What follows belongs to an exercise in optimizing a design on an open flow for small area, a short achievable clock period and few clock cycles; a production flow would make more cautious choices.
No functional check of the RTL was part of any run shown here.
Power and IR drop assume default switching activity.

## flow/design.v (module list and top-level ports; edited modules follow where they fit)
// module fp_mult: 1535 lines
// module fa_cell: 6 lines
// module ha_cell: 6 lines
// module hold_mux: 7 lines
module fp_mult(A, B, clk, reset, C, done, flow);
  // ...
==> flow/flow/run.sh <==
#!/bin/bash
set -o pipefail
export BUFFER_PORTS_ARGS="-buffer_cell sky130_fd_sc_hd__buf_4"
bash standard.sh > standard.log 2>&1
==> flow/standard.sh <==
#!/bin/bash
# synth_recipe.tcl (not shown) runs the flow's synth.tcl, then flattens the netlist and writes it again
# the make line also repeats each setting of config.mk as NAME=value (left out here)
make -C /OpenROAD-flow-scripts/flow DESIGN_CONFIG=/design/flow/config.mk WORK_HOME=/design/flow/orfs CLKGATE_MAP_FILE= SYNTH_SCRIPT=/design/flow/synth_recipe.tcl "${@:-finish}"
==> flow/config.mk <==
export PLATFORM = sky130hd
export DESIGN_NAME = fp_mult
export DESIGN_NICKNAME = fp_mult
export VERILOG_FILES = /design/flow/design.v
export SDC_FILE = /design/flow/constraint.sdc
export NUM_CORES = 4
export LEC_CHECK = 0
export ABC_AREA = 1
export CAP_MARGIN = 20
export CORE_MARGIN = 2
export CORE_UTILIZATION = 40
export SLEW_MARGIN = 20
export SYNTH_HIERARCHICAL = 1
==> flow/constraint.sdc <==
create_clock -name core_clock -period 5.0 [get_ports {clk}]
set_input_delay 1.0000 -clock core_clock [delete_from_list [all_inputs] [get_ports {clk}]]
set_output_delay 1.0000 -clock core_clock [all_outputs]
set_load 0.01 [all_outputs]
==> results.cfg, run 1 <==
[status]
run_status = finished clean

[finish]
seqCellArea_um2 = 1924
finalCoreUtilization_pct = 44.49
buf_share_pct = 7.405
biggestRegsByFlops = r_m x81, r_esum x9, r_sign x1
clkCellAreaFrac_pct = 1.629

[power]
finalPower_w = 0.01412
clock_group_total_power_w = 0.000776
peakVddDrop_uv = 626.0
power.clock.fraction_pct = 5.5
seq_power_share_pct = 9.4

[clock_network]
cts_made_buffers = 9
cts_hold_buffers = 0
clock_slew_at_the_register_clock_pins_of_the_worst_setup_and_hold_paths_ns = 0.06

[timing]
hold_ws_ns = 0.4521
rsz0062_at_grt = true
timing.final.max_slew_violations = 0
fin_ws_ns = 0.1944
timing.max_slew.rel_slack_pct = 53.35

[global_routing]
track_usage_pct = 25.25
grtUsageMet1_pct = 33.24

[setup_path]
critical_path_buf_inv_count = 5
critical_path_peak_fanout = 16
worstPathCellList = fa_1 > ha_1 > inv_1 > fa_2 > inv_1 > nand2_1 > nand2_2 > nand3_2 > nand2_4 > nand2_4 > nand2_8 > nand2_4 > nand2_1 > nand2_2 > nand2_8 > nand2_1 > nand3_1 > nand2_2 > inv_2 > nand4_4 > buf_12 > o21ai_0 > buf_4
endpoint = C[0]

[detailed_routing]
wl_met2_mm = 26.21
drt_wl_total_mm = 60.12

[logic_synthesis]
netlist_area_um2 = 18650
yosys_warnings = 7

[min_path]
min_delay_path_depth = 2
holdPathEnd = r_m[56]$_DFF_P_

[placed_design]
placement.cell_area_um2 = 20070

[floorplanning]
floorplan.tapcells = 607
==> inputs of run 2 (changes only) <==
--- a/flow/design.v
+++ b/flow/design.v
@@ -917,489 +917,518 @@
     fa_cell u_s598 (.a(s588), .b(s590), .c(s592), .s(s598), .co(c599));
     wire s600, c601;
     fa_cell u_s600 (.a(c575), .b(c577), .c(s594), .s(s600), .co(c601));
     wire s602, c603;
     fa_cell u_s602 (.a(s596), .b(s598), .c(c579), .s(s602), .co(c603));
     wire s604, c605;
     fa_cell u_s604 (.a(c581), .b(s600), .c(s602), .s(s604), .co(c605));
     wire s606, c607;
-    fa_cell u_s606 (.a(pp323), .b(pp25), .c(pp50), .s(s606), .co(c607));
+    ha_cell u_s606 (.a(c583), .b(s604), .s(s606), .co(c607));
     wire s608, c609;
-    fa_cell u_s608 (.a(pp75), .b(pp100), .c(pp125), .s(s608), .co(c609));
+    fa_cell u_s608 (.a(pp323), .b(pp25), .c(pp50), .s(s608), .co(c609));
     wire s610, c611;
-    fa_cell u_s610 (.a(pp150), .b(pp175), .c(pp200), .s(s610), .co(c611));
+    fa_cell u_s610 (.a(pp75), .b(pp100), .c(pp125), .s(s610), .co(c611));
     wire s612, c613;
-    fa_cell u_s612 (.a(pp225), .b(pp250), .c(pp275), .s(s612), .co(c613));
+    fa_cell u_s612 (.a(pp150), .b(pp175), .c(pp200), .s(s612), .co(c613));
     wire s614, c615;
-    fa_cell u_s614 (.a(pp300), .b(c587), .c(c589), .s(s614), .co(c615));
+    fa_cell u_s614 (.a(pp225), .b(pp250), .c(pp275), .s(s614), .co(c615));
     wire s616, c617;
-    fa_cell u_s616 (.a(c591), .b(c593), .c(s606), .s(s616), .co(c617));
+    fa_cell u_s616 (.a(pp300), .b(c587), .c(c589), .s(s616), .co(c617));
     wire s618, c619;
-    fa_cell u_s618 (.a(s608), .b(s610), .c(s612), .s(s618), .co(c619));
+    fa_cell u_s618 (.a(c591), .b(c593), .c(s608), .s(s618), .co(c619));
     wire s620, c621;
-    fa_cell u_s620 (.a(c595), .b(c597), .c(c599), .s(s620), .co(c621));
+    fa_cell u_s620 (.a(s610), .b(s612), .c(s614), .s(s620), .co(c621));
     wire s622, c623;
-    fa_cell u_s622 (.a(s614), .b(s616), .c(s618), .s(s622), .co(c623));
+    fa_cell u_s622 (.a(c595), .b(c597), .c(c599), .s(s622), .co(c623));
     wire s624, c625;
-    fa_cell u_s624 (.a(c601), .b(s620), .c(s622), .s(s624), .co(c625));
-    wire s626 = ~(pp324 ^ pp26);
-    wire c627 = pp324 | pp26;
+    fa_cell u_s624 (.a(s616), .b(s618), .c(s620), .s(s624), .co(c625));
+    wire s626, c627;
+    fa_cell u_s626 (.a(c601), .b(s622), .c(s624), .s(s626), .co(c627));
     wire s628, c629;
-    fa_cell u_s628 (.a(pp51), .b(pp76), .c(pp101), .s(s628), .co(c629));
-    wire s630, c631;
-    fa_cell u_s630 (.a(pp126), .b(pp151), .c(pp176), .s(s630), .co(c631));
+    fa_cell u_s628 (.a(c603), .b(s626), .c(c605), .s(s628), .co(c629));
+    wire s630 = ~(pp324 ^ pp26);
+    wire c631 = pp324 | pp26;
     wire s632, c633;
-    fa_cell u_s632 (.a(pp201), .b(pp226), .c(pp251), .s(s632), .co(c633));
+    fa_cell u_s632 (.a(pp51), .b(pp76), .c(pp101), .s(s632), .co(c633));
     wire s634, c635;
-    fa_cell u_s634 (.a(pp276), .b(pp301), .c(s626), .s(s634), .co(c635));
+    fa_cell u_s634 (.a(pp126), .b(pp151), .c(pp176), .s(s634), .co(c635));
     wire s636, c637;
-    fa_cell u_s636 (.a(c607), .b(c609), .c(c611), .s(s636), .co(c637));
+    fa_cell u_s636 (.a(pp201), .b(pp226), .c(pp251), .s(s636), .co(c637));
     wire s638, c639;
-    fa_cell u_s638 (.a(c613), .b(s628), .c(s630), .s(s638), .co(c639));
+    fa_cell u_s638 (.a(pp276), .b(pp301), .c(s630), .s(s638), .co(c639));
     wire s640, c641;
-    fa_cell u_s640 (.a(s632), .b(s634), .c(c615), .s(s640), .co(c641));
+    fa_cell u_s640 (.a(c609), .b(c611), .c(c613), .s(s640), .co(c641));
     wire s642, c643;
-    fa_cell u_s642 (.a(c617), .b(c619), .c(s636), .s(s642), .co(c643));
+    fa_cell u_s642 (.a(c615), .b(s632), .c(s634), .s(s642), .co(c643));
     wire s644, c645;
-    fa_cell u_s644 (.a(s638), .b(c621), .c(s640), .s(s644), .co(c645));
+    fa_cell u_s644 (.a(s636), .b(s638), .c(c617), .s(s644), .co(c645));
     wire s646, c647;
-    fa_cell u_s646 (.a(c623), .b(s642), .c(s644), .s(s646), .co(c647));
-    wire s648 = ~(pp325 ^ c627);
-    wire c649 = pp325 | c627;
+    fa_cell u_s646 (.a(c619), .b(c621), .c(s640), .s(s646), .co(c647));
+    wire s648, c649;
+    fa_cell u_s648 (.a(s642), .b(c623), .c(s644), .s(s648), .co(c649));
     wire s650, c651;
-    fa_cell u_s650 (.a(pp52), .b(pp77), .c(pp102), .s(s650), .co(c651));
+    fa_cell u_s650 (.a(c625), .b(s646), .c(s648), .s(s650), .co(c651));
     wire s652, c653;
-    fa_cell u_s652 (.a(pp127), .b(pp152), .c(pp177), .s(s652), .co(c653));
-    wire s654, c655;
-    fa_cell u_s654 (.a(pp202), .b(pp227), .c(pp252), .s(s654), .co(c655));
+    ha_cell u_s652 (.a(c627), .b(s650), .s(s652), .co(c653));
+    wire s654 = ~(pp325 ^ c631);
+    wire c655 = pp325 | c631;
     wire s656, c657;
-    fa_cell u_s656 (.a(pp277), .b(pp302), .c(c629), .s(s656), .co(c657));
+    fa_cell u_s656 (.a(pp52), .b(pp77), .c(pp102), .s(s656), .co(c657));
     wire s658, c659;
-    fa_cell u_s658 (.a(c631), .b(c633), .c(c635), .s(s658), .co(c659));
+    fa_cell u_s658 (.a(pp127), .b(pp152), .c(pp177), .s(s658), .co(c659));
     wire s660, c661;
-    fa_cell u_s660 (.a(s648), .b(s650), .c(s652), .s(s660), .co(c661));
+    fa_cell u_s660 (.a(pp202), .b(pp227), .c(pp252), .s(s660), .co(c661));
     wire s662, c663;
-    fa_cell u_s662 (.a(s654), .b(c637), .c(c639), .s(s662), .co(c663));
+    fa_cell u_s662 (.a(pp277), .b(pp302), .c(c633), .s(s662), .co(c663));
     wire s664, c665;
-    fa_cell u_s664 (.a(s656), .b(s658), .c(s660), .s(s664), .co(c665));
+    fa_cell u_s664 (.a(c635), .b(c637), .c(c639), .s(s664), .co(c665));
     wire s666, c667;
-    fa_cell u_s666 (.a(c641), .b(c643), .c(s662), .s(s666), .co(c667));
+    fa_cell u_s666 (.a(s654), .b(s656), .c(s658), .s(s666), .co(c667));
     wire s668, c669;
-    fa_cell u_s668 (.a(s664), .b(c645), .c(s666), .s(s668), .co(c669));
+    fa_cell u_s668 (.a(s660), .b(c641), .c(c643), .s(s668), .co(c669));
     wire s670, c671;
-    fa_cell u_s670 (.a(pp326), .b(pp53), .c(pp78), .s(s670), .co(c671));
+    fa_cell u_s670 (.a(s662), .b(s664), .c(s666), .s(s670), .co(c671));
     wire s672, c673;
-    fa_cell u_s672 (.a(pp103), .b(pp128), .c(pp153), .s(s672), .co(c673));
+    fa_cell u_s672 (.a(c645), .b(c647), .c(s668), .s(s672), .co(c673));
     wire s674, c675;
-    fa_cell u_s674 (.a(pp178), .b(pp203), .c(pp228), .s(s674), .co(c675));
+    fa_cell u_s674 (.a(s670), .b(c649), .c(s672), .s(s674), .co(c675));
     wire s676, c677;
-    fa_cell u_s676 (.a(pp253), .b(pp278), .c(pp303), .s(s676), .co(c677));
+    ha_cell u_s676 (.a(c651), .b(s674), .s(s676), .co(c677));
     wire s678, c679;
-    fa_cell u_s678 (.a(c649), .b(c651), .c(c653), .s(s678), .co(c679));
+    fa_cell u_s678 (.a(pp326), .b(pp53), .c(pp78), .s(s678), .co(c679));
     wire s680, c681;
-    fa_cell u_s680 (.a(c655), .b(s670), .c(s672), .s(s680), .co(c681));
+    fa_cell u_s680 (.a(pp103), .b(pp128), .c(pp153), .s(s680), .co(c681));
     wire s682, c683;
-    fa_cell u_s682 (.a(s674), .b(s676), .c(c657), .s(s682), .co(c683));
+    fa_cell u_s682 (.a(pp178), .b(pp203), .c(pp228), .s(s682), .co(c683));
     wire s684, c685;
-    fa_cell u_s684 (.a(c659), .b(c661), .c(s678), .s(s684), .co(c685));
+    fa_cell u_s684 (.a(pp253), .b(pp278), .c(pp303), .s(s684), .co(c685));
     wire s686, c687;
-    fa_cell u_s686 (.a(s680), .b(c663), .c(s682), .s(s686), .co(c687));
+    fa_cell u_s686 (.a(c655), .b(c657), .c(c659), .s(s686), .co(c687));
     wire s688, c689;
-    fa_cell u_s688 (.a(c665), .b(s684), .c(c667), .s(s688), .co(c689));
-    wire s690 = ~(pp327 ^ pp79);
-    wire c691 = pp327 | pp79;
+    fa_cell u_s688 (.a(c661), .b(s678), .c(s680), .s(s688), .co(c689));
+    wire s690, c691;
+    fa_cell u_s690 (.a(s682), .b(s684), .c(c663), .s(s690), .co(c691));
     wire s692, c693;
-    fa_cell u_s692 (.a(pp104), .b(pp129), .c(pp154), .s(s692), .co(c693));
+    fa_cell u_s692 (.a(c665), .b(c667), .c(s686), .s(s692), .co(c693));
     wire s694, c695;
-    fa_cell u_s694 (.a(pp179), .b(pp204), .c(pp229), .s(s694), .co(c695));
+    fa_cell u_s694 (.a(s688), .b(c669), .c(s690), .s(s694), .co(c695));
     wire s696, c697;
-    fa_cell u_s696 (.a(pp254), .b(pp279), .c(pp304), .s(s696), .co(c697));
+    fa_cell u_s696 (.a(c671), .b(s692), .c(c673), .s(s696), .co(c697));
     wire s698, c699;
-    fa_cell u_s698 (.a(c671), .b(c673), .c(c675), .s(s698), .co(c699));
-    wire s700, c701;
-    fa_cell u_s700 (.a(c677), .b(s690), .c(s692), .s(s700), .co(c701));
+    fa_cell u_s698 (.a(s694), .b(c675), .c(s696), .s(s698), .co(c699));
+    wire s700 = ~(pp327 ^ pp79);
+    wire c701 = pp327 | pp79;
     wire s702, c703;
-    fa_cell u_s702 (.a(s694), .b(s696), .c(c679), .s(s702), .co(c703));
+    fa_cell u_s702 (.a(pp104), .b(pp129), .c(pp154), .s(s702), .co(c703));
     wire s704, c705;
-    fa_cell u_s704 (.a(c681), .b(s698), .c(s700), .s(s704), .co(c705));
+    fa_cell u_s704 (.a(pp179), .b(pp204), .c(pp229), .s(s704), .co(c705));
     wire s706, c707;
-    fa_cell u_s706 (.a(c683), .b(s702), .c(c685), .s(s706), .co(c707));
+    fa_cell u_s706 (.a(pp254), .b(pp279), .c(pp304), .s(s706), .co(c707));
     wire s708, c709;
-    fa_cell u_s708 (.a(s704), .b(c687), .c(s706), .s(s708), .co(c709));
+    fa_cell u_s708 (.a(c679), .b(c681), .c(c683), .s(s708), .co(c709));
     wire s710, c711;
-    fa_cell u_s710 (.a(pp328), .b(pp80), .c(pp105), .s(s710), .co(c711));
+    fa_cell u_s710 (.a(c685), .b(s700), .c(s702), .s(s710), .co(c711));
     wire s712, c713;
-    fa_cell u_s712 (.a(pp130), .b(pp155), .c(pp180), .s(s712), .co(c713));
+    fa_cell u_s712 (.a(s704), .b(s706), .c(c687), .s(s712), .co(c713));
     wire s714, c715;
-    fa_cell u_s714 (.a(pp205), .b(pp230), .c(pp255), .s(s714), .co(c715));
+    fa_cell u_s714 (.a(c689), .b(s708), .c(s710), .s(s714), .co(c715));
     wire s716, c717;
-    fa_cell u_s716 (.a(pp280), .b(pp305), .c(c691), .s(s716), .co(c717));
+    fa_cell u_s716 (.a(c691), .b(s712), .c(c693), .s(s716), .co(c717));
     wire s718, c719;
-    fa_cell u_s718 (.a(c693), .b(c695), .c(c697), .s(s718), .co(c719));
+    fa_cell u_s718 (.a(s714), .b(c695), .c(s716), .s(s718), .co(c719));
     wire s720, c721;
-    fa_cell u_s720 (.a(s710), .b(s712), .c(s714), .s(s720), .co(c721));
+    ha_cell u_s720 (.a(c697), .b(s718), .s(s720), .co(c721));
     wire s722, c723;
-    fa_cell u_s722 (.a(c699), .b(c701), .c(s716), .s(s722), .co(c723));
+    fa_cell u_s722 (.a(pp328), .b(pp80), .c(pp105), .s(s722), .co(c723));
     wire s724, c725;
-    fa_cell u_s724 (.a(s718), .b(s720), .c(c703), .s(s724), .co(c725));
+    fa_cell u_s724 (.a(pp130), .b(pp155), .c(pp180), .s(s724), .co(c725));
     wire s726, c727;
-    fa_cell u_s726 (.a(c705), .b(s722), .c(s724), .s(s726), .co(c727));
-    wire s728 = ~(pp329 ^ pp106);
-    wire c729 = pp329 | pp106;
+    fa_cell u_s726 (.a(pp205), .b(pp230), .c(pp255), .s(s726), .co(c727));
+    wire s728, c729;
+    fa_cell u_s728 (.a(pp280), .b(pp305), .c(c701), .s(s728), .co(c729));
     wire s730, c731;
-    fa_cell u_s730 (.a(pp131), .b(pp156), .c(pp181), .s(s730), .co(c731));
+    fa_cell u_s730 (.a(c703), .b(c705), .c(c707), .s(s730), .co(c731));
     wire s732, c733;
-    fa_cell u_s732 (.a(pp206), .b(pp231), .c(pp256), .s(s732), .co(c733));
+    fa_cell u_s732 (.a(s722), .b(s724), .c(s726), .s(s732), .co(c733));
     wire s734, c735;
-    fa_cell u_s734 (.a(pp281), .b(pp306), .c(c711), .s(s734), .co(c735));
+    fa_cell u_s734 (.a(c709), .b(c711), .c(s728), .s(s734), .co(c735));
     wire s736, c737;
-    fa_cell u_s736 (.a(c713), .b(c715), .c(s728), .s(s736), .co(c737));
+    fa_cell u_s736 (.a(s730), .b(s732), .c(c713), .s(s736), .co(c737));
     wire s738, c739;
-    fa_cell u_s738 (.a(s730), .b(s732), .c(c717), .s(s738), .co(c739));
+    fa_cell u_s738 (.a(c715), .b(s734), .c(s736), .s(s738), .co(c739));
     wire s740, c741;
-    fa_cell u_s740 (.a(c719), .b(c721), .c(s734), .s(s740), .co(c741));
-    wire s742, c743;
-    fa_cell u_s742 (.a(s736), .b(s738), .c(c723), .s(s742), .co(c743));
+    fa_cell u_s740 (.a(c717), .b(s738), .c(c719), .s(s740), .co(c741));
+    wire s742 = ~(pp329 ^ pp106);
+    wire c743 = pp329 | pp106;
     wire s744, c745;
-    fa_cell u_s744 (.a(s740), .b(c725), .c(s742), .s(s744), .co(c745));
+    fa_cell u_s744 (.a(pp131), .b(pp156), .c(pp181), .s(s744), .co(c745));
     wire s746, c747;
-    fa_cell u_s746 (.a(pp330), .b(pp107), .c(pp132), .s(s746), .co(c747));
+    fa_cell u_s746 (.a(pp206), .b(pp231), .c(pp256), .s(s746), .co(c747));
     wire s748, c749;
-    fa_cell u_s748 (.a(pp157), .b(pp182), .c(pp207), .s(s748), .co(c749));
+    fa_cell u_s748 (.a(pp281), .b(pp306), .c(c723), .s(s748), .co(c749));
     wire s750, c751;
-    fa_cell u_s750 (.a(pp232), .b(pp257), .c(pp282), .s(s750), .co(c751));
+    fa_cell u_s750 (.a(c725), .b(c727), .c(s742), .s(s750), .co(c751));
     wire s752, c753;
-    fa_cell u_s752 (.a(pp307), .b(c729), .c(c731), .s(s752), .co(c753));
+    fa_cell u_s752 (.a(s744), .b(s746), .c(c729), .s(s752), .co(c753));
     wire s754, c755;
-    fa_cell u_s754 (.a(c733), .b(s746), .c(s748), .s(s754), .co(c755));
+    fa_cell u_s754 (.a(c731), .b(c733), .c(s748), .s(s754), .co(c755));
     wire s756, c757;
-    fa_cell u_s756 (.a(s750), .b(c735), .c(c737), .s(s756), .co(c757));
+    fa_cell u_s756 (.a(s750), .b(s752), .c(c735), .s(s756), .co(c757));
     wire s758, c759;
-    fa_cell u_s758 (.a(s752), .b(s754), .c(c739), .s(s758), .co(c759));
+    fa_cell u_s758 (.a(s754), .b(c737), .c(s756), .s(s758), .co(c759));
     wire s760, c761;
-    fa_cell u_s760 (.a(c741), .b(s756), .c(s758), .s(s760), .co(c761));
-    wire s762 = ~(pp331 ^ pp133);
-    wire c763 = pp331 | pp133;
+    ha_cell u_s760 (.a(c739), .b(s758), .s(s760), .co(c761));
+    wire s762, c763;
+    fa_cell u_s762 (.a(pp330), .b(pp107), .c(pp132), .s(s762), .co(c763));
     wire s764, c765;
-    fa_cell u_s764 (.a(pp158), .b(pp183), .c(pp208), .s(s764), .co(c765));
+    fa_cell u_s764 (.a(pp157), .b(pp182), .c(pp207), .s(s764), .co(c765));
     wire s766, c767;
-    fa_cell u_s766 (.a(pp233), .b(pp258), .c(pp283), .s(s766), .co(c767));
+    fa_cell u_s766 (.a(pp232), .b(pp257), .c(pp282), .s(s766), .co(c767));
     wire s768, c769;
-    fa_cell u_s768 (.a(pp308), .b(c747), .c(c749), .s(s768), .co(c769));
+    fa_cell u_s768 (.a(pp307), .b(c743), .c(c745), .s(s768), .co(c769));
     wire s770, c771;
-    fa_cell u_s770 (.a(c751), .b(s762), .c(s764), .s(s770), .co(c771));
+    fa_cell u_s770 (.a(c747), .b(s762), .c(s764), .s(s770), .co(c771));
     wire s772, c773;
-    fa_cell u_s772 (.a(s766), .b(c753), .c(c755), .s(s772), .co(c773));
+    fa_cell u_s772 (.a(s766), .b(c749), .c(c751), .s(s772), .co(c773));
     wire s774, c775;
-    fa_cell u_s774 (.a(s768), .b(s770), .c(c757), .s(s774), .co(c775));
+    fa_cell u_s774 (.a(s768), .b(s770), .c(c753), .s(s774), .co(c775));
     wire s776, c777;
-    fa_cell u_s776 (.a(s772), .b(c759), .c(s774), .s(s776), .co(c777));
+    fa_cell u_s776 (.a(c755), .b(s772), .c(s774), .s(s776), .co(c777));
     wire s778, c779;
-    fa_cell u_s778 (.a(pp332), .b(pp134), .c(pp159), .s(s778), .co(c779));
-    wire s780, c781;
-    fa_cell u_s780 (.a(pp184), .b(pp209), .c(pp234), .s(s780), .co(c781));
+    fa_cell u_s778 (.a(c757), .b(s776), .c(c759), .s(s778), .co(c779));
+    wire s780 = ~(pp331 ^ pp133);
+    wire c781 = pp331 | pp133;
     wire s782, c783;
-    fa_cell u_s782 (.a(pp259), .b(pp284), .c(pp309), .s(s782), .co(c783));
+    fa_cell u_s782 (.a(pp158), .b(pp183), .c(pp208), .s(s782), .co(c783));
     wire s784, c785;
-    fa_cell u_s784 (.a(c763), .b(c765), .c(c767), .s(s784), .co(c785));
+    fa_cell u_s784 (.a(pp233), .b(pp258), .c(pp283), .s(s784), .co(c785));
     wire s786, c787;
-    fa_cell u_s786 (.a(s778), .b(s780), .c(s782), .s(s786), .co(c787));
+    fa_cell u_s786 (.a(pp308), .b(c763), .c(c765), .s(s786), .co(c787));
     wire s788, c789;
-    fa_cell u_s788 (.a(c769), .b(c771), .c(s784), .s(s788), .co(c789));
+    fa_cell u_s788 (.a(c767), .b(s780), .c(s782), .s(s788), .co(c789));
     wire s790, c791;
-    fa_cell u_s790 (.a(s786), .b(c773), .c(s788), .s(s790), .co(c791));
-    wire s792 = ~(pp333 ^ pp160);
-    wire c793 = pp333 | pp160;
+    fa_cell u_s790 (.a(s784), .b(c769), .c(c771), .s(s790), .co(c791));
+    wire s792, c793;
+    fa_cell u_s792 (.a(s786), .b(s788), .c(c773), .s(s792), .co(c793));
     wire s794, c795;
-    fa_cell u_s794 (.a(pp185), .b(pp210), .c(pp235), .s(s794), .co(c795));
+    fa_cell u_s794 (.a(s790), .b(c775), .c(s792), .s(s794), .co(c795));
     wire s796, c797;
-    fa_cell u_s796 (.a(pp260), .b(pp285), .c(pp310), .s(s796), .co(c797));
+    ha_cell u_s796 (.a(c777), .b(s794), .s(s796), .co(c797));
     wire s798, c799;
-    fa_cell u_s798 (.a(c779), .b(c781), .c(c783), .s(s798), .co(c799));
+    fa_cell u_s798 (.a(pp332), .b(pp134), .c(pp159), .s(s798), .co(c799));
     wire s800, c801;
-    fa_cell u_s800 (.a(s792), .b(s794), .c(s796), .s(s800), .co(c801));
+    fa_cell u_s800 (.a(pp184), .b(pp209), .c(pp234), .s(s800), .co(c801));
     wire s802, c803;
-    fa_cell u_s802 (.a(c785), .b(c787), .c(s798), .s(s802), .co(c803));
+    fa_cell u_s802 (.a(pp259), .b(pp284), .c(pp309), .s(s802), .co(c803));
     wire s804, c805;
-    fa_cell u_s804 (.a(s800), .b(c789), .c(s802), .s(s804), .co(c805));
+    fa_cell u_s804 (.a(c781), .b(c783), .c(c785), .s(s804), .co(c805));
     wire s806, c807;
-    fa_cell u_s806 (.a(pp334), .b(pp161), .c(pp186), .s(s806), .co(c807));
+    fa_cell u_s806 (.a(s798), .b(s800), .c(s802), .s(s806), .co(c807));
     wire s808, c809;
-    fa_cell u_s808 (.a(pp211), .b(pp236), .c(pp261), .s(s808), .co(c809));
+    fa_cell u_s808 (.a(c787), .b(c789), .c(s804), .s(s808), .co(c809));
     wire s810, c811;
-    fa_cell u_s810 (.a(pp286), .b(pp311), .c(c793), .s(s810), .co(c811));
+    fa_cell u_s810 (.a(s806), .b(c791), .c(s808), .s(s810), .co(c811));
     wire s812, c813;
-    fa_cell u_s812 (.a(c795), .b(c797), .c(s806), .s(s812), .co(c813));
-    wire s814, c815;
-    fa_cell u_s814 (.a(s808), .b(c799), .c(c801), .s(s814), .co(c815));
+    fa_cell u_s812 (.a(c793), .b(s810), .c(c795), .s(s812), .co(c813));
+    wire s814 = ~(pp333 ^ pp160);
+    wire c815 = pp333 | pp160;
     wire s816, c817;
-    fa_cell u_s816 (.a(s810), .b(s812), .c(c803), .s(s816), .co(c817));
-    wire s818 = ~(pp335 ^ pp187);
-    wire c819 = pp335 | pp187;
+    fa_cell u_s816 (.a(pp185), .b(pp210), .c(pp235), .s(s816), .co(c817));
+    wire s818, c819;
+    fa_cell u_s818 (.a(pp260), .b(pp285), .c(pp310), .s(s818), .co(c819));
     wire s820, c821;
-    fa_cell u_s820 (.a(pp212), .b(pp237), .c(pp262), .s(s820), .co(c821));
+    fa_cell u_s820 (.a(c799), .b(c801), .c(c803), .s(s820), .co(c821));
     wire s822, c823;
-    fa_cell u_s822 (.a(pp287), .b(pp312), .c(c807), .s(s822), .co(c823));
+    fa_cell u_s822 (.a(s814), .b(s816), .c(s818), .s(s822), .co(c823));
     wire s824, c825;
-    fa_cell u_s824 (.a(c809), .b(s818), .c(s820), .s(s824), .co(c825));
+    fa_cell u_s824 (.a(c805), .b(c807), .c(s820), .s(s824), .co(c825));
     wire s826, c827;
-    fa_cell u_s826 (.a(c811), .b(c813), .c(s822), .s(s826), .co(c827));
+    fa_cell u_s826 (.a(s822), .b(c809), .c(s824), .s(s826), .co(c827));
     wire s828, c829;
-    fa_cell u_s828 (.a(s824), .b(c815), .c(s826), .s(s828), .co(c829));
+    ha_cell u_s828 (.a(c811), .b(s826), .s(s828), .co(c829));
     wire s830, c831;
-    fa_cell u_s830 (.a(pp336), .b(pp188), .c(pp213), .s(s830), .co(c831));
+    fa_cell u_s830 (.a(pp334), .b(pp161), .c(pp186), .s(s830), .co(c831));
     wire s832, c833;
-    fa_cell u_s832 (.a(pp238), .b(pp263), .c(pp288), .s(s832), .co(c833));
+    fa_cell u_s832 (.a(pp211), .b(pp236), .c(pp261), .s(s832), .co(c833));
     wire s834, c835;
-    fa_cell u_s834 (.a(pp313), .b(c819), .c(c821), .s(s834), .co(c835));
+    fa_cell u_s834 (.a(pp286), .b(pp311), .c(c815), .s(s834), .co(c835));
     wire s836, c837;
-    fa_cell u_s836 (.a(s830), .b(s832), .c(c823), .s(s836), .co(c837));
+    fa_cell u_s836 (.a(c817), .b(c819), .c(s830), .s(s836), .co(c837));
     wire s838, c839;
-    fa_cell u_s838 (.a(c825), .b(s834), .c(s836), .s(s838), .co(c839));
-    wire s840 = ~(pp337 ^ pp214);
-    wire c841 = pp337 | pp214;
+    fa_cell u_s838 (.a(s832), .b(c821), .c(c823), .s(s838), .co(c839));
+    wire s840, c841;
+    fa_cell u_s840 (.a(s834), .b(s836), .c(c825), .s(s840), .co(c841));
     wire s842, c843;
-    fa_cell u_s842 (.a(pp239), .b(pp264), .c(pp289), .s(s842), .co(c843));
-    wire s844, c845;
-    fa_cell u_s844 (.a(pp314), .b(c831), .c(c833), .s(s844), .co(c845));
+    fa_cell u_s842 (.a(s838), .b(c827), .c(s840), .s(s842), .co(c843));
+    wire s844 = ~(pp335 ^ pp187);
+    wire c845 = pp335 | pp187;
     wire s846, c847;
-    fa_cell u_s846 (.a(s840), .b(s842), .c(c835), .s(s846), .co(c847));
+    fa_cell u_s846 (.a(pp212), .b(pp237), .c(pp262), .s(s846), .co(c847));
     wire s848, c849;
-    fa_cell u_s848 (.a(s844), .b(c837), .c(s846), .s(s848), .co(c849));
+    fa_cell u_s848 (.a(pp287), .b(pp312), .c(c831), .s(s848), .co(c849));
     wire s850, c851;
-    fa_cell u_s850 (.a(pp338), .b(pp215), .c(pp240), .s(s850), .co(c851));
+    fa_cell u_s850 (.a(c833), .b(s844), .c(s846), .s(s850), .co(c851));
     wire s852, c853;
-    fa_cell u_s852 (.a(pp265), .b(pp290), .c(pp315), .s(s852), .co(c853));
+    fa_cell u_s852 (.a(c835), .b(c837), .c(s848), .s(s852), .co(c853));
     wire s854, c855;
-    fa_cell u_s854 (.a(c841), .b(c843), .c(s850), .s(s854), .co(c855));
+    fa_cell u_s854 (.a(s850), .b(c839), .c(s852), .s(s854), .co(c855));
     wire s856, c857;
-    fa_cell u_s856 (.a(s852), .b(c845), .c(s854), .s(s856), .co(c857));
+    ha_cell u_s856 (.a(c841), .b(s854), .s(s856), .co(c857));
     wire s858, c859;
-    ha_cell u_s858 (.a(c847), .b(s856), .s(s858), .co(c859));
-    wire s860 = ~(pp339 ^ pp241);
-    wire c861 = pp339 | pp241;
+    fa_cell u_s858 (.a(pp336), .b(pp188), .c(pp213), .s(s858), .co(c859));
+    wire s860, c861;
+    fa_cell u_s860 (.a(pp238), .b(pp263), .c(pp288), .s(s860), .co(c861));
     wire s862, c863;
-    fa_cell u_s862 (.a(pp266), .b(pp291), .c(pp316), .s(s862), .co(c863));
+    fa_cell u_s862 (.a(pp313), .b(c845), .c(c847), .s(s862), .co(c863));
     wire s864, c865;
-    fa_cell u_s864 (.a(c851), .b(c853), .c(s860), .s(s864), .co(c865));
+    fa_cell u_s864 (.a(s858), .b(s860), .c(c849), .s(s864), .co(c865));
     wire s866, c867;
-    fa_cell u_s866 (.a(s862), .b(c855), .c(s864), .s(s866), .co(c867));
+    fa_cell u_s866 (.a(c851), .b(s862), .c(s864), .s(s866), .co(c867));
     wire s868, c869;
-    ha_cell u_s868 (.a(c857), .b(s866), .s(s868), .co(c869));
-    wire s870, c871;
-    fa_cell u_s870 (.a(pp340), .b(pp242), .c(pp267), .s(s870), .co(c871));
+    fa_cell u_s868 (.a(c853), .b(s866), .c(c855), .s(s868), .co(c869));
+    wire s870 = ~(pp337 ^ pp214);
+    wire c871 = pp337 | pp214;
     wire s872, c873;
-    fa_cell u_s872 (.a(pp292), .b(pp317), .c(c861), .s(s872), .co(c873));
+    fa_cell u_s872 (.a(pp239), .b(pp264), .c(pp289), .s(s872), .co(c873));
     wire s874, c875;
-    fa_cell u_s874 (.a(c863), .b(s870), .c(c865), .s(s874), .co(c875));
+    fa_cell u_s874 (.a(pp314), .b(c859), .c(c861), .s(s874), .co(c875));
     wire s876, c877;
-    fa_cell u_s876 (.a(s872), .b(s874), .c(c867), .s(s876), .co(c877));
-    wire s878 = ~(pp341 ^ pp268);
-    wire c879 = pp341 | pp268;
+    fa_cell u_s876 (.a(s870), .b(s872), .c(c863), .s(s876), .co(c877));
+    wire s878, c879;
+    fa_cell u_s878 (.a(s874), .b(c865), .c(s876), .s(s878), .co(c879));
     wire s880, c881;
-    fa_cell u_s880 (.a(pp293), .b(pp318), .c(c871), .s(s880), .co(c881));
+    ha_cell u_s880 (.a(c867), .b(s878), .s(s880), .co(c881));
     wire s882, c883;
-    fa_cell u_s882 (.a(s878), .b(c873), .c(s880), .s(s882), .co(c883));
+    fa_cell u_s882 (.a(pp338), .b(pp215), .c(pp240), .s(s882), .co(c883));
     wire s884, c885;
-    ha_cell u_s884 (.a(c875), .b(s882), .s(s884), .co(c885));
+    fa_cell u_s884 (.a(pp265), .b(pp290), .c(pp315), .s(s884), .co(c885));
     wire s886, c887;
-    fa_cell u_s886 (.a(pp342), .b(pp269), .c(pp294), .s(s886), .co(c887));
+    fa_cell u_s886 (.a(c871), .b(c873), .c(s882), .s(s886), .co(c887));
     wire s888, c889;
-    fa_cell u_s888 (.a(pp319), .b(c879), .c(s886), .s(s888), .co(c889));
+    fa_cell u_s888 (.a(s884), .b(c875), .c(s886), .s(s888), .co(c889));
     wire s890, c891;
-    fa_cell u_s890 (.a(c881), .b(s888), .c(c883), .s(s890), .co(c891));
-    wire s892 = ~(pp343 ^ pp295);
-    wire c893 = pp343 | pp295;
+    fa_cell u_s890 (.a(c877), .b(s888), .c(c879), .s(s890), .co(c891));
+    wire s892 = ~(pp339 ^ pp241);
+    wire c893 = pp339 | pp241;
     wire s894, c895;
-    fa_cell u_s894 (.a(pp320), .b(c887), .c(s892), .s(s894), .co(c895));
+    fa_cell u_s894 (.a(pp266), .b(pp291), .c(pp316), .s(s894), .co(c895));
     wire s896, c897;
-    ha_cell u_s896 (.a(c889), .b(s894), .s(s896), .co(c897));
+    fa_cell u_s896 (.a(c883), .b(c885), .c(s892), .s(s896), .co(c897));
     wire s898, c899;
-    fa_cell u_s898 (.a(pp344), .b(pp296), .c(pp321), .s(s898), .co(c899));
+    fa_cell u_s898 (.a(s894), .b(c887), .c(s896), .s(s898), .co(c899));
     wire s900, c901;
-    fa_cell u_s900 (.a(c893), .b(s898), .c(c895), .s(s900), .co(c901));
-    wire s902 = ~(pp345 ^ pp322);
-    wire c903 = pp345 | pp322;
+    ha_cell u_s900 (.a(c889), .b(s898), .s(s900), .co(c901));
+    wire s902, c903;
+    fa_cell u_s902 (.a(pp340), .b(pp242), .c(pp267), .s(s902), .co(c903));
     wire s904, c905;
-    ha_cell u_s904 (.a(c899), .b(s902), .s(s904), .co(c905));
-    wire s906 = ~c903;
-    wire c907 = c903;
-    wire g908 = pp27 & pp1;
-    wire p909 = pp27 ^ pp1;
-    wire g910 = pp28 & s346;
-    wire p911 = pp28 ^ s346;
-    wire g912 = c347 & s348;
-    wire p913 = c347 ^ s348;
-    wire g914 = s352 & s350;
-    wire p915 = s352 ^ s350;
-    wire g916 = s354 & s356;
-    wire p917 = s354 ^ s356;
-    wire g918 = s362 & s360;
-    wire p919 = s362 ^ s360;
-    wire g920 = s366 & s368;
-    wire p921 = s366 ^ s368;
-    wire g922 = c369 & s376;
-    wire p923 = c369 ^ s376;
-    wire g924 = s382 & s384;
-    wire p925 = s382 ^ s384;
-    wire g926 = s392 & s394;
-    wire p927 = s392 ^ s394;
-    wire g928 = c395 & s404;
-    wire p929 = c395 ^ s404;
-    wire g930 = c405 & s416;
-    wire p931 = c405 ^ s416;
-    wire g932 = s426 & s428;
-    wire p933 = s426 ^ s428;
-    wire g934 = c429 & s442;
-    wire p935 = c429 ^ s442;
-    wire g936 = c443 & s456;
-    wire p937 = c443 ^ s456;
-    wire g938 = c457 & s472;
-    wire p939 = c457 ^ s472;
-    wire g940 = c473 & s488;
-    wire p941 = c473 ^ s488;
-    wire g942 = c489 & s506;
-    wire p943 = c489 ^ s506;
-    wire g944 = s522 & s524;
-    wire p945 = s522 ^ s524;
-    wire g946 = c525 & s544;
-    wire p947 = c525 ^ s544;
-    wire g948 = c545 & s564;
-    wire p949 = c545 ^ s564;
-    wire G950 = 1'b0 | (pp2 & g908);
-    wire P951 = 1'b0;
-    wire G952 = g910 | (p911 & G950);
-    wire P953 = 1'b0;
-    wire G954 = g912 | (p913 & G952);
-    wire P955 = 1'b0;
-    wire G956 = g914 | (p915 & G954);
-    wire P957 = 1'b0;
-    wire G958 = g916 | (p917 & G956);
-    wire P959 = 1'b0;
-    wire G960 = g918 | (p919 & G958);
-    wire P961 = 1'b0;
-    wire G962 = g920 | (p921 & G960);
-    wire P963 = 1'b0;
-    wire G964 = g922 | (p923 & G962);
-    wire P965 = 1'b0;
-    wire G966 = g924 | (p925 & G964);
-    wire P967 = 1'b0;
-    wire G968 = g926 | (p927 & G966);
-    wire P969 = 1'b0;
-    wire G970 = g930 | (p931 & g928);
-    wire P971 = p931 & p929;
-    reg [81:0] r_m;           
+    fa_cell u_s904 (.a(pp292), .b(pp317), .c(c893), .s(s904), .co(c905));
+    wire s906, c907;
+    fa_cell u_s906 (.a(c895), .b(s902), .c(c897), .s(s906), .co(c907));
+    wire s908, c909;
+    fa_cell u_s908 (.a(s904), .b(s906), .c(c899), .s(s908), .co(c909));
+    wire s910 = ~(pp341 ^ pp268);
+    wire c911 = pp341 | pp268;
+    wire s912, c913;
+    fa_cell u_s912 (.a(pp293), .b(pp318), .c(c903), .s(s912), .co(c913));
+    wire s914, c915;
+    fa_cell u_s914 (.a(s910), .b(c905), .c(s912), .s(s914), .co(c915));
+    wire s916, c917;
+    ha_cell u_s916 (.a(c907), .b(s914), .s(s916), .co(c917));
+    wire s918, c919;
+    fa_cell u_s918 (.a(pp342), .b(pp269), .c(pp294), .s(s918), .co(c919));
+    wire s920, c921;
+    fa_cell u_s920 (.a(pp319), .b(c911), .c(s918), .s(s920), .co(c921));
+    wire s922, c923;
+    fa_cell u_s922 (.a(c913), .b(s920), .c(c915), .s(s922), .co(c923));
+    wire s924 = ~(pp343 ^ pp295);
+    wire c925 = pp343 | pp295;
+    wire s926, c927;
+    fa_cell u_s926 (.a(pp320), .b(c919), .c(s924), .s(s926), .co(c927));
+    wire s928, c929;
+    ha_cell u_s928 (.a(c921), .b(s926), .s(s928), .co(c929));
+    wire s930, c931;
+    fa_cell u_s930 (.a(pp344), .b(pp296), .c(pp321), .s(s930), .co(c931));
+    wire s932, c933;
+    fa_cell u_s932 (.a(c925), .b(s930), .c(c927), .s(s932), .co(c933));
+    wire s934 = ~(pp345 ^ pp322);
+    wire c935 = pp345 | pp322;
+    wire s936, c937;
+    ha_cell u_s936 (.a(c931), .b(s934), .s(s936), .co(c937));
+    wire s938 = ~c935;
+    wire c939 = c935;
+    wire g940 = pp27 & pp1;
+    wire p941 = pp27 ^ pp1;
+    wire g942 = pp28 & s346;
+    wire p943 = pp28 ^ s346;
+    wire g944 = c347 & s348;
+    wire p945 = c347 ^ s348;
+    wire g946 = s352 & s350;
+    wire p947 = s352 ^ s350;
+    wire g948 = s354 & s356;
+    wire p949 = s354 ^ s356;
+    wire g950 = s362 & s360;
+    wire p951 = s362 ^ s360;
+    wire g952 = s366 & s368;
+    wire p953 = s366 ^ s368;
+    wire g954 = c369 & s376;
+    wire p955 = c369 ^ s376;
+    wire g956 = s382 & s384;
+    wire p957 = s382 ^ s384;
+    wire g958 = s392 & s394;
+    wire p959 = s392 ^ s394;
+    wire g960 = c395 & s404;
+    wire p961 = c395 ^ s404;
+    wire g962 = c405 & s416;
+    wire p963 = c405 ^ s416;
+    wire g964 = s426 & s428;
+    wire p965 = s426 ^ s428;
+    wire g966 = c429 & s442;
+    wire p967 = c429 ^ s442;
+    wire g968 = c443 & s456;
+    wire p969 = c443 ^ s456;
+    wire g970 = c457 & s472;
+    wire p971 = c457 ^ s472;
+    wire g972 = c473 & s488;
+    wire p973 = c473 ^ s488;
+    wire g974 = c489 & s506;
+    wire p975 = c489 ^ s506;
+    wire g976 = s522 & s524;
+    wire p977 = s522 ^ s524;
+    wire g978 = c525 & s544;
+    wire p979 = c525 ^ s544;
+    wire g980 = c545 & s564;
+    wire p981 = c545 ^ s564;
+    wire G982 = 1'b0 | (pp2 & g940);
+    wire P983 = 1'b0;
+    wire G984 = g942 | (p943 & G982);
+    wire P985 = 1'b0;
+    wire G986 = g944 | (p945 & G984);
+    wire P987 = 1'b0;
+    wire G988 = g946 | (p947 & G986);
+    wire P989 = 1'b0;
+    wire G990 = g948 | (p949 & G988);
+    wire P991 = 1'b0;
+    wire G992 = g950 | (p951 & G990);
+    wire P993 = 1'b0;
+    wire G994 = g952 | (p953 & G992);
+    wire P995 = 1'b0;
+    wire G996 = g954 | (p955 & G994);
+    wire P997 = 1'b0;
+    wire G998 = g956 | (p957 & G996);
+    wire P999 = 1'b0;
+    wire G1000 = g958 | (p959 & G998);
+    wire P1001 = 1'b0;
+    wire G1002 = g962 | (p963 & g960);
+    wire P1003 = p963 & p961;
+    reg [73:0] r_m;           
     reg [8:0] r_esum;
     reg r_sign;
     reg r_done;
-    wire [81:0] m_next;
-    hold_mux #(.W(82)) u_hold (.load(reset), .q(r_m), .d({s564, c545, s544, c525, s524, s522, s506, c489, s488, c473, s472, c457, s456, c443, s442, c429, s428, s426, P971, G970, P969, G968, s906, c905, c901, s904, s900, c897, c891, s896, s890, c885, c877, s884, s876, c869, s868, c859, c849, s858, s848, c839, c829, s838, c827, s828, c817, s816, c805, s814, s804, c791, c777, s790, c775, s776, c761, c745, s760, c743, s744, c727, c709, s726, c707, s708, c689, s688, c669, s686, s668, c647, s646, c625, c605, s624, c603, c585, s604, c583, s584, c565}), .y(m_next));
-    always @(posedge clk)
-        r_m <= m_next;
     always @(posedge clk) begin
         if (reset) begin
+            r_m <= {s564, c545, s544, c525, s524, s522, s506, c489, s488, c473, s472, c457, s456, c443, s442, c429, s428, s426, P1003, G1002, P1001, G1000, s938, c937, c933, s936, s932, c929, c923, s928, s922, c917, c909, s916, s908, c901, c891, s900, s890, c881, c869, s880, s868, c857, c843, s856, s842, c829, c813, s828, s812, c797, c779, s796, s778, c761, c741, s760, s740, c721, c699, s720, s698, c677, s676, c653, c629, s652, s628, c607, c585, s606, s584, c565};
             r_esum <= {1'b0, A[30:23]} + {1'b0, B[30:23]};
             r_sign <= A[31] ^ B[31];
             r_done <= 1'b1;
         end
     end
-    wire s972, c973;
-    ha_cell u_s972 (.a(r_m[0]), .b(r_m[1]), .s(s972), .co(c973));
-    wire s974, c975;
-    fa_cell u_s974 (.a(r_m[2]), .b(r_m[3]), .c(r_m[4]), .s(s974), .co(c975));
-    wire s976, c977;
-    fa_cell u_s976 (.a(r_m[5]), .b(r_m[6]), .c(r_m[7]), .s(s976), .co(c977));
-    wire s978, c979;
-    ha_cell u_s978 (.a(r_m[8]), .b(r_m[9]), .s(s978), .co(c979));
-    wire s980, c981;
-    ha_cell u_s980 (.a(r_m[10]), .b(r_m[11]), .s(s980), .co(c981));
-    wire s982, c983;
-    fa_cell u_s982 (.a(r_m[12]), .b(r_m[13]), .c(r_m[14]), .s(s982), .co(c983));
-    wire s984, c985;
-    ha_cell u_s984 (.a(r_m[15]), .b(r_m[16]), .s(s984), .co(c985));
-    wire s986, c987;
-    fa_cell u_s986 (.a(r_m[17]), .b(r_m[18]), .c(r_m[19]), .s(s986), .co(c987));
-    wire s988, c989;
-    ha_cell u_s988 (.a(r_m[20]), .b(r_m[21]), .s(s988), .co(c989));
-    wire s990, c991;
-    fa_cell u_s990 (.a(r_m[22]), .b(r_m[23]), .c(r_m[24]), .s(s990), .co(c991));
-    wire s992, c993;
-    ha_cell u_s992 (.a(r_m[25]), .b(r_m[26]), .s(s992), .co(c993));
-    wire s994, c995;
-    fa_cell u_s994 (.a(r_m[27]), .b(r_m[28]), .c(r_m[29]), .s(s994), .co(c995));
-    wire s996, c997;
-    ha_cell u_s996 (.a(r_m[30]), .b(r_m[31]), .s(s996), .co(c997));
-    wire s998, c999;
-    fa_cell u_s998 (.a(r_m[32]), .b(r_m[33]), .c(r_m[34]), .s(s998), .co(c999));
-    wire s1000, c1001;
-    ha_cell u_s1000 (.a(r_m[35]), .b(r_m[36]), .s(s1000), .co(c1001));
-    wire s1002, c1003;
-    fa_cell u_s1002 (.a(r_m[37]), .b(r_m[38]), .c(r_m[39]), .s(s1002), .co(c1003));
     wire s1004, c1005;
-    ha_cell u_s1004 (.a(r_m[40]), .b(r_m[41]), .s(s1004), .co(c1005));
+    ha_cell u_s1004 (.a(r_m[0]), .b(r_m[1]), .s(s1004), .co(c1005));
     wire s1006, c1007;
-    ha_cell u_s1006 (.a(r_m[42]), .b(r_m[43]), .s(s1006), .co(c1007));
+    ha_cell u_s1006 (.a(r_m[2]), .b(r_m[3]), .s(s1006), .co(c1007));
     wire s1008, c1009;
-    ha_cell u_s1008 (.a(r_m[44]), .b(r_m[45]), .s(s1008), .co(c1009));
+    ha_cell u_s1008 (.a(r_m[4]), .b(r_m[5]), .s(s1008), .co(c1009));
     wire s1010, c1011;
-    ha_cell u_s1010 (.a(r_m[46]), .b(r_m[47]), .s(s1010), .co(c1011));
+    ha_cell u_s1010 (.a(r_m[6]), .b(r_m[7]), .s(s1010), .co(c1011));
     wire s1012, c1013;
-    ha_cell u_s1012 (.a(r_m[48]), .b(r_m[49]), .s(s1012), .co(c1013));
+    ha_cell u_s1012 (.a(r_m[8]), .b(r_m[9]), .s(s1012), .co(c1013));
     wire s1014, c1015;
-    ha_cell u_s1014 (.a(r_m[50]), .b(r_m[51]), .s(s1014), .co(c1015));
+    ha_cell u_s1014 (.a(r_m[10]), .b(r_m[11]), .s(s1014), .co(c1015));
     wire s1016, c1017;
-    ha_cell u_s1016 (.a(r_m[52]), .b(r_m[53]), .s(s1016), .co(c1017));
+    ha_cell u_s1016 (.a(r_m[12]), .b(r_m[13]), .s(s1016), .co(c1017));
     wire s1018, c1019;
-    ha_cell u_s1018 (.a(r_m[54]), .b(r_m[55]), .s(s1018), .co(c1019));
+    ha_cell u_s1018 (.a(r_m[14]), .b(r_m[15]), .s(s1018), .co(c1019));
     wire s1020, c1021;
-    ha_cell u_s1020 (.a(r_m[56]), .b(r_m[57]), .s(s1020), .co(c1021));
+    ha_cell u_s1020 (.a(r_m[16]), .b(r_m[17]), .s(s1020), .co(c1021));
     wire s1022, c1023;
-    ha_cell u_s1022 (.a(r_m[58]), .b(r_m[59]), .s(s1022), .co(c1023));
-    wire g1024 = r_m[64] & r_m[65];
-    wire p1025 = r_m[64] ^ r_m[65];
-    wire g1026 = r_m[66] & r_m[67];
-    wire p1027 = r_m[66] ^ r_m[67];
-    wire g1028 = r_m[68] & r_m[69];
-    wire p1029 = r_m[68] ^ r_m[69];
-    wire g1030 = r_m[70] & r_m[71];
-    wire p1031 = r_m[70] ^ r_m[71];
-    wire g1032 = r_m[72] & r_m[73];
-    wire p1033 = r_m[72] ^ r_m[73];
-    wire g1034 = r_m[74] & r_m[75];
-    wire p1035 = r_m[74] ^ r_m[75];
-    wire g1036 = r_m[76] & r_m[77];
-    wire p1037 = r_m[76] ^ r_m[77];
-    wire g1038 = r_m[78] & r_m[79];
-    wire p1039 = r_m[78] ^ r_m[79];
-    wire g1040 = r_m[80] & r_m[81];
-    wire p1041 = r_m[80] ^ r_m[81];
-    wire G1042 = r_m[62] | (r_m[63] & r_m[60]);
-    wire P1043 = 1'b0;
-    wire G1044 = g1024 | (p1025 & G1042);
-    wire P1045 = 1'b0;
-    wire G1046 = g1028 | (p1029 & g1026);
-    wire P1047 = p1029 & p1027;
-    wire G1048 = g1032 | (p1033 & g1030);
-    wire P1049 = p1033 & p1031;
-    wire G1050 = g1036 | (p1037 & g1034);
-    wire P1051 = p1037 & p1035;
-    wire G1052 = g1040 | (p1041 & g1038);
-    wire P1053 = p1041 & p1039;
-    wire G1054 = G1046 | (P1047 & G1044);
-    wire P1055 = 1'b0;
-    wire G1056 = G1050 | (P1051 & G1048);
-    wire P1057 = P1051 & P1049;
-    wire G1058 = G1056 | (P1057 & G1054);
-    wire P1059 = 1'b0;
-    wire G1060 = G1052 | (P1053 & G1058);
-    wire P1061 = 1'b0;
-    wire cin = G1060;
-    wire [25:0] r_a = {c1021, c1019, c1017, c1015, c1013, c1011, c1009, c1007, c1005, s1004, c1001, s1000, c997, s996, c993, s992, c989, s988, c985, s984, c981, c979, s978, c975, c973, s972};
-    wire [24:0] r_b = {s1022, s1020, s1018, s1016, s1014, s1012, s1010, s1008, s1006, c1003, s1002, c999, s998, c995, s994, c991, s990, c987, s986, c983, s982, s980, c977, s976, s974};
+    ha_cell u_s1022 (.a(r_m[18]), .b(r_m[19]), .s(s1022), .co(c1023));
+    wire s1024, c1025;
+    ha_cell u_s1024 (.a(r_m[20]), .b(r_m[21]), .s(s1024), .co(c1025));
+    wire s1026, c1027;
+    ha_cell u_s1026 (.a(r_m[22]), .b(r_m[23]), .s(s1026), .co(c1027));
+    wire s1028, c1029;
+    ha_cell u_s1028 (.a(r_m[24]), .b(r_m[25]), .s(s1028), .co(c1029));
+    wire s1030, c1031;
+    ha_cell u_s1030 (.a(r_m[26]), .b(r_m[27]), .s(s1030), .co(c1031));
+    wire s1032, c1033;
+    ha_cell u_s1032 (.a(r_m[28]), .b(r_m[29]), .s(s1032), .co(c1033));
+    wire s1034, c1035;
+    ha_cell u_s1034 (.a(r_m[30]), .b(r_m[31]), .s(s1034), .co(c1035));
+    wire s1036, c1037;
+    ha_cell u_s1036 (.a(r_m[32]), .b(r_m[33]), .s(s1036), .co(c1037));
+    wire s1038, c1039;
+    ha_cell u_s1038 (.a(r_m[34]), .b(r_m[35]), .s(s1038), .co(c1039));
+    wire s1040, c1041;
+    ha_cell u_s1040 (.a(r_m[36]), .b(r_m[37]), .s(s1040), .co(c1041));
+    wire s1042, c1043;
+    ha_cell u_s1042 (.a(r_m[38]), .b(r_m[39]), .s(s1042), .co(c1043));
+    wire s1044, c1045;
+    ha_cell u_s1044 (.a(r_m[40]), .b(r_m[41]), .s(s1044), .co(c1045));
+    wire s1046, c1047;
+    ha_cell u_s1046 (.a(r_m[42]), .b(r_m[43]), .s(s1046), .co(c1047));
+    wire s1048, c1049;
+    ha_cell u_s1048 (.a(r_m[44]), .b(r_m[45]), .s(s1048), .co(c1049));
+    wire s1050, c1051;
+    ha_cell u_s1050 (.a(r_m[46]), .b(r_m[47]), .s(s1050), .co(c1051));
+    wire s1052, c1053;
+    ha_cell u_s1052 (.a(r_m[48]), .b(r_m[49]), .s(s1052), .co(c1053));
+    wire s1054, c1055;
+    ha_cell u_s1054 (.a(r_m[50]), .b(r_m[51]), .s(s1054), .co(c1055));
+    wire g1056 = r_m[56] & r_m[57];
+    wire p1057 = r_m[56] ^ r_m[57];
+    wire g1058 = r_m[58] & r_m[59];
+    wire p1059 = r_m[58] ^ r_m[59];
+    wire g1060 = r_m[60] & r_m[61];
+    wire p1061 = r_m[60] ^ r_m[61];
+    wire g1062 = r_m[62] & r_m[63];
+    wire p1063 = r_m[62] ^ r_m[63];
+    wire g1064 = r_m[64] & r_m[65];
+    wire p1065 = r_m[64] ^ r_m[65];
+    wire g1066 = r_m[66] & r_m[67];
+    wire p1067 = r_m[66] ^ r_m[67];
+    wire g1068 = r_m[68] & r_m[69];
+    wire p1069 = r_m[68] ^ r_m[69];
+    wire g1070 = r_m[70] & r_m[71];
+    wire p1071 = r_m[70] ^ r_m[71];
+    wire g1072 = r_m[72] & r_m[73];
+    wire p1073 = r_m[72] ^ r_m[73];
+    wire G1074 = r_m[54] | (r_m[55] & r_m[52]);
+    wire P1075 = 1'b0;
+    wire G1076 = g1056 | (p1057 & G1074);
+    wire P1077 = 1'b0;
+    wire G1078 = g1060 | (p1061 & g1058);
+    wire P1079 = p1061 & p1059;
+    wire G1080 = g1064 | (p1065 & g1062);
+    wire P1081 = p1065 & p1063;
+    wire G1082 = g1068 | (p1069 & g1066);
+    wire P1083 = p1069 & p1067;
+    wire G1084 = g1072 | (p1073 & g1070);
+    wire P1085 = p1073 & p1071;
+    wire G1086 = G1078 | (P1079 & G1076);
+    wire P1087 = 1'b0;
+    wire G1088 = G1082 | (P1083 & G1080);
+    wire P1089 = P1083 & P1081;
+    wire G1090 = G1088 | (P1089 & G1086);
+    wire P1091 = 1'b0;
+    wire G1092 = G1084 | (P1085 & G1090);
+    wire P1093 = 1'b0;
+    wire cin = G1092;
+    wire [25:0] r_a = {c1053, c1051, c1049, c1047, c1045, c1043, c1041, c1039, c1037, c1035, c1033, c1031, c1029, c1027, c1025, c1023, c1021, c1019, c1017, c1015, c1013, c1011, c1009, c1007, c1005, s1004};
+    wire [24:0] r_b = {s1054, s1052, s1050, s1048, s1046, s1044, s1042, s1040, s1038, s1036, s1034, s1032, s1030, s1028, s1026, s1024, s1022, s1020, s1018, s1016, s1014, s1012, s1010, s1008, s1006};
     wire [24:0] xa = r_a[25:1];
     wire [24:0] xb = r_b;
     wire [24:0] gg = xa & xb;
     wire [24:0] pp = xa ^ xb;
     wire G0_1 = gg[1] | (pp[1] & gg[0]);
     wire P0_1 = pp[1] & pp[0];
     wire G0_3 = gg[3] | (pp[3] & gg[2]);
     wire P0_3 = pp[3] & pp[2];
@@ -1540,15 +1569,8 @@
     assign co = (a & b) | (a & c) | (b & c);
 endmodule
 module ha_cell(a, b, s, co);
     input a, b;
     output s, co;
     assign s = a ^ b;
     assign co = a & b;
 endmodule
-module hold_mux(load, q, d, y);
-    parameter W = 1;
-    input load;
-    input [W-1:0] q, d;
-    output [W-1:0] y;
-    assign y = load ? d : q;
-endmodule
==> results.cfg, run 2 <==
[finish]
finalNetCount = 2680
biggestRegsByFlops = r_m x73, r_esum x9, r_sign x1
drive_gt1_share_pct = 13.20
finalCoreUtilization_pct = 46.22
area_growth_pct = 13.86
layout.filler_cells = 4445
most-common-layout-cells = 282 x sky130_fd_sc_hd__nand2_1, 274 x sky130_fd_sc_hd__o22ai_1, 258 x sky130_fd_sc_hd__xnor2_1, 255 x sky130_fd_sc_hd__fa_1, 245 x sky130_fd_sc_hd__inv_1
largest_register_ffs = 73
final-instance-count-excl-fill = 2820
leading_cell_type_in_the_layout_fill_and_taps_excluded = sky130_fd_sc_hd__nand2_1
largest-register = r_m

[logic_synthesis]
post-synth-top-count-cell = sky130_fd_sc_hd__nand2_1
ys_top_cells_by_count = 284 x sky130_fd_sc_hd__nand2_1, 274 x sky130_fd_sc_hd__o22ai_1, 258 x sky130_fd_sc_hd__xnor2_1, 256 x sky130_fd_sc_hd__fa_1, 246 x sky130_fd_sc_hd__inv_1
post_synth.cell_area_avg_um2 = 8.656
postSynthNetCount = 2594
postSynth.asyncResetShare_pct = 0
ys_seq_elements = 83
synth-edff-count = 83
yosys_most_used_dff = sky130_fd_sc_hd__edfxtp_1
netlist_area_um2 = 18420
synthDominantAreaCellType = sky130_fd_sc_hd__fa_1
post_synth_inst_count = 2128
synth_sequential_area_ratio_pct = 13.53
synth.top_cells.by_area = sky130_fd_sc_hd__fa_1 28%, sky130_fd_sc_hd__edfxtp_1 14%, sky130_fd_sc_hd__xnor2_1 12%
synth_unique_cells = 46
yosys_warnings = 7
synthDominantCellAreaShare_pct = 27.82

[placed_design]
dp_worst_setup_slack_ns = -0.003541
dp.final_hpwl_mm = 49.46
gp_congestion = 0.9555
placed_cells = 2794
place.port_buffers = 99

[clock_network]
cts.root.buffer_cell = sky130_fd_sc_hd__clkbuf_16
h_tree_lvls = 3
tritoncts_clock_tree = built
cts.path.max_buffers = 2
tritoncts_num_sinks = 83
cts_hold_buffers = 0
cts_made_buffers = 9
clock_slew_at_the_register_clock_pins_of_the_worst_setup_and_hold_paths_ns = 0.07

[detailed_routing]
drc_errors = 0
postRouteAntennaNets = 0
route.detailed.vias_per_inst = 5.586
detailroute.via_count = 15750
drt_pre_antenna_iters = 5
drt_wl_total_mm = 60.37
post_drt_wl_per_cell_um = 21.41
first_iter_violations = 1325

[setup_path]
path_class = reg2out
maximum_single_stage_delay_on_the_critical_path_ns = 0.50
critical-path-slowest-cell = sky130_fd_sc_hd__edfxtp_1
timing.critical_path.from_type = register
critical_path_peak_fanout = 7
arrival_ns = 3.82
worstPathCellList = ha_4 > ha_1 > inv_1 > fa_2 > inv_1 > nand2_1 > nand2_1 > nand3_2 > nand2_4 > nand2_2 > nand2_4 > nand2_4 > nand3_4 > nand3_2 > nand4_1 > nand2_1 > nor2_4 > buf_12 > buf_12 > nand3_1 > o21ai_1 > buf_4
required_ns = 4.00
critPathCaptureType = output pin

[floorplanning]
initial_core_util_pct = 40.59
design.core.area_um2 = 45380
placementRows = 78
die_area_um2 = 47780
io_pins = 101
die_width_um = 218.6
die_h_um = 218.6

[run]
max-cap-violations = 0

[global_routing]
maximum_number_of_pins_on_one_net_before_global_route_repair = 62
grt_first_pass_wirelength_mm = 92.18
number_of_global_route_vias_before_repair = 15400
track_usage_pct = 25.75
antenna_found_initial = 1
overflow = 0

[timing]
finalWorstPathRequiredPeriod_ns = 4.821
timing.max_slew.rel_slack_pct = 39.14
number_of_hold_slack_violations_in_the_final_timing_report = 0
fin_ws_ns = 0.1794
finalSetupViolCount = 0
fin_crit_sh_pct = 96.41
timing_worst_slew_pin_value_ns = 0.9129
maxClockFrequency_ghz = 0.2074
timing.final.max_slew_violations = 0

[min_path]
min_delay_path_depth = 2
holdPathEnd = r_sign$_DFFE_PP_
worst_hold_startpoint = A[31]
holdCritPathClass = in2reg

[power]
finalPower_w = 0.01628
peakVddDrop_uv = 725.4
power.density_cell_area_nw_per_um2 = 776.0
power_leakage_nw = 9.089

[status]
run_status = finished clean
-- run 2: layout make-up --
class                      count  area [µm²]  area share [%]
tap                          600       750.7           3.579
multi-input combinational   1644       14500           69.12
sequential                    83        2492           11.88
timing repair buffer         224        1946           9.276
clock buffer                  10       229.0           1.092
inverter                     252       953.4           4.546
clock inverter                 6       103.9          0.4951
antenna                        1       2.502         0.01193
-- run 2: kinds of logic (layout without fill, tap and decap cells) --
group | Yosys count | after routing | share of synthesized area, %
buf+inv | 401 | 492 | 8.409
compound gates | 440 | 440 | 14.15
simple gates | 509 | 509 | 12.25
xor+xnor | 286 | 286 | 13.60
fa+ha+maj | 400 | 400 | 37.60
other cells | 1 | 2 | 0.02036
flops | 83 | 83 | 13.53
mux | 8 | 8 | 0.4347
-- run 2: Yosys stat by module (local to each module, per instance) --
module / cells inside / area [µm²] / times used / flops+latches
fp_mult: 1819 / 12680 / 1 / 83
fa_cell: 1 / 20.02 / 250 / 0
ha_cell: 1 / 12.51 / 59 / 0
-- run 2: per-layer routing --
layer	wire length, µm	track usage [%]
met1	27460	36.97
met2	26000	37.83
met3	4786	5.344
met4	2129	9.932
met5	0	0
-- run 2: critical path, delay by kind of cell, from the launching register on --
kind | cells | cell delay [ns]
buffers and inverters | 5 | 0.56
DFF | 1 | 0.50
adders and majority gates | 3 | 0.81
AOI/OAI and AO/OA | 1 | 0.15
and+or+nand+nor | 13 | 1.41
-- run 2: worst max path at each step --
stage	start	end	slack, ns	cells after the start
after detailed placement	B[13]	r_m[1]$_DFFE_PP_	-0.004	11
after global placement	B[11]	r_m[15]$_DFFE_PP_	0.02	14
after CTS	r_m[3]$_DFFE_PP_	C[18]	0.003	22
after global routing	r_m[3]$_DFFE_PP_	C[27]	-0.07	18
after floorplan	B[21]	r_m[19]$_DFFE_PP_	0.02	14
final	r_m[3]$_DFFE_PP_	C[1]	0.18	22
-- run 2: where the power goes --
part           total [W]  internal, W  leakage [nW]  switching (W)
clock network   0.000799     0.000485         0.164       0.000314
registers        0.00178      0.00164         0.808       0.000135
logic             0.0137      0.00566          8.12        0.00803
total             0.0163      0.00779          9.09        0.00848
-- run 2: repair_timing --
action / CTS / global route
cloned: 0 / 3
pin swaps: 0 / 3
buffers inserted: 0 / 6
endpoints found under the setup margin: 29 / 33
gates resized for setup: 7 / 19
-- run 2: through the flow --
| step | TNS, ns | instance area (µm²) | hold slack, ns |
|---|---|---|---|
| after floorplan | 0 | 18440 | 1.113 |
| after global placement | 0 | 20400 | 1.308 |
| after detailed placement | -0.003541 | 20400 | 1.310 |
| after CTS | 0 | 20760 | 0.8965 |
| after global routing | -0.3143 | 20970 | 0.9048 |
| final | 0 | 20970 | 0.9149 |

==> port drivers added, routing unchanged <==
The flow's constraints put no driver on any port. The routed layouts listed below were extracted and timed again, unchanged, in two steps.
Step 1 sets driving cells, clkbuf_16 on the clock port and buf_2 on the other inputs (assumed; they add their load-dependent delay and slew).
Step 2 times the ports against the registers' clock, not the clock port: input delays grow and output delays shrink by t, the midpoint of the rising clock arrivals with the driver on.
Slacks: ideal ports / drivers / drivers and shift; pairs: ideal ports / drivers.
run | t (ns) | setup slack, ns | worst hold slack (ns) | cell pins on the clock port's net
run 1 | 0.420 | 0.194 / 0.140 / 0.118 | 0.452 / 0.452 / 0.452 | 1
run 2 | 0.430 | 0.179 / 0.126 / -0.074 | 0.915 / 0.887 / 1.318 | 1
Met with ideal ports but missed after step 2: setup timing in run 2. For run 2, which loses most, drivers alone change the setup slack by -0.053 ns; drivers and shift together by -0.253 ns.
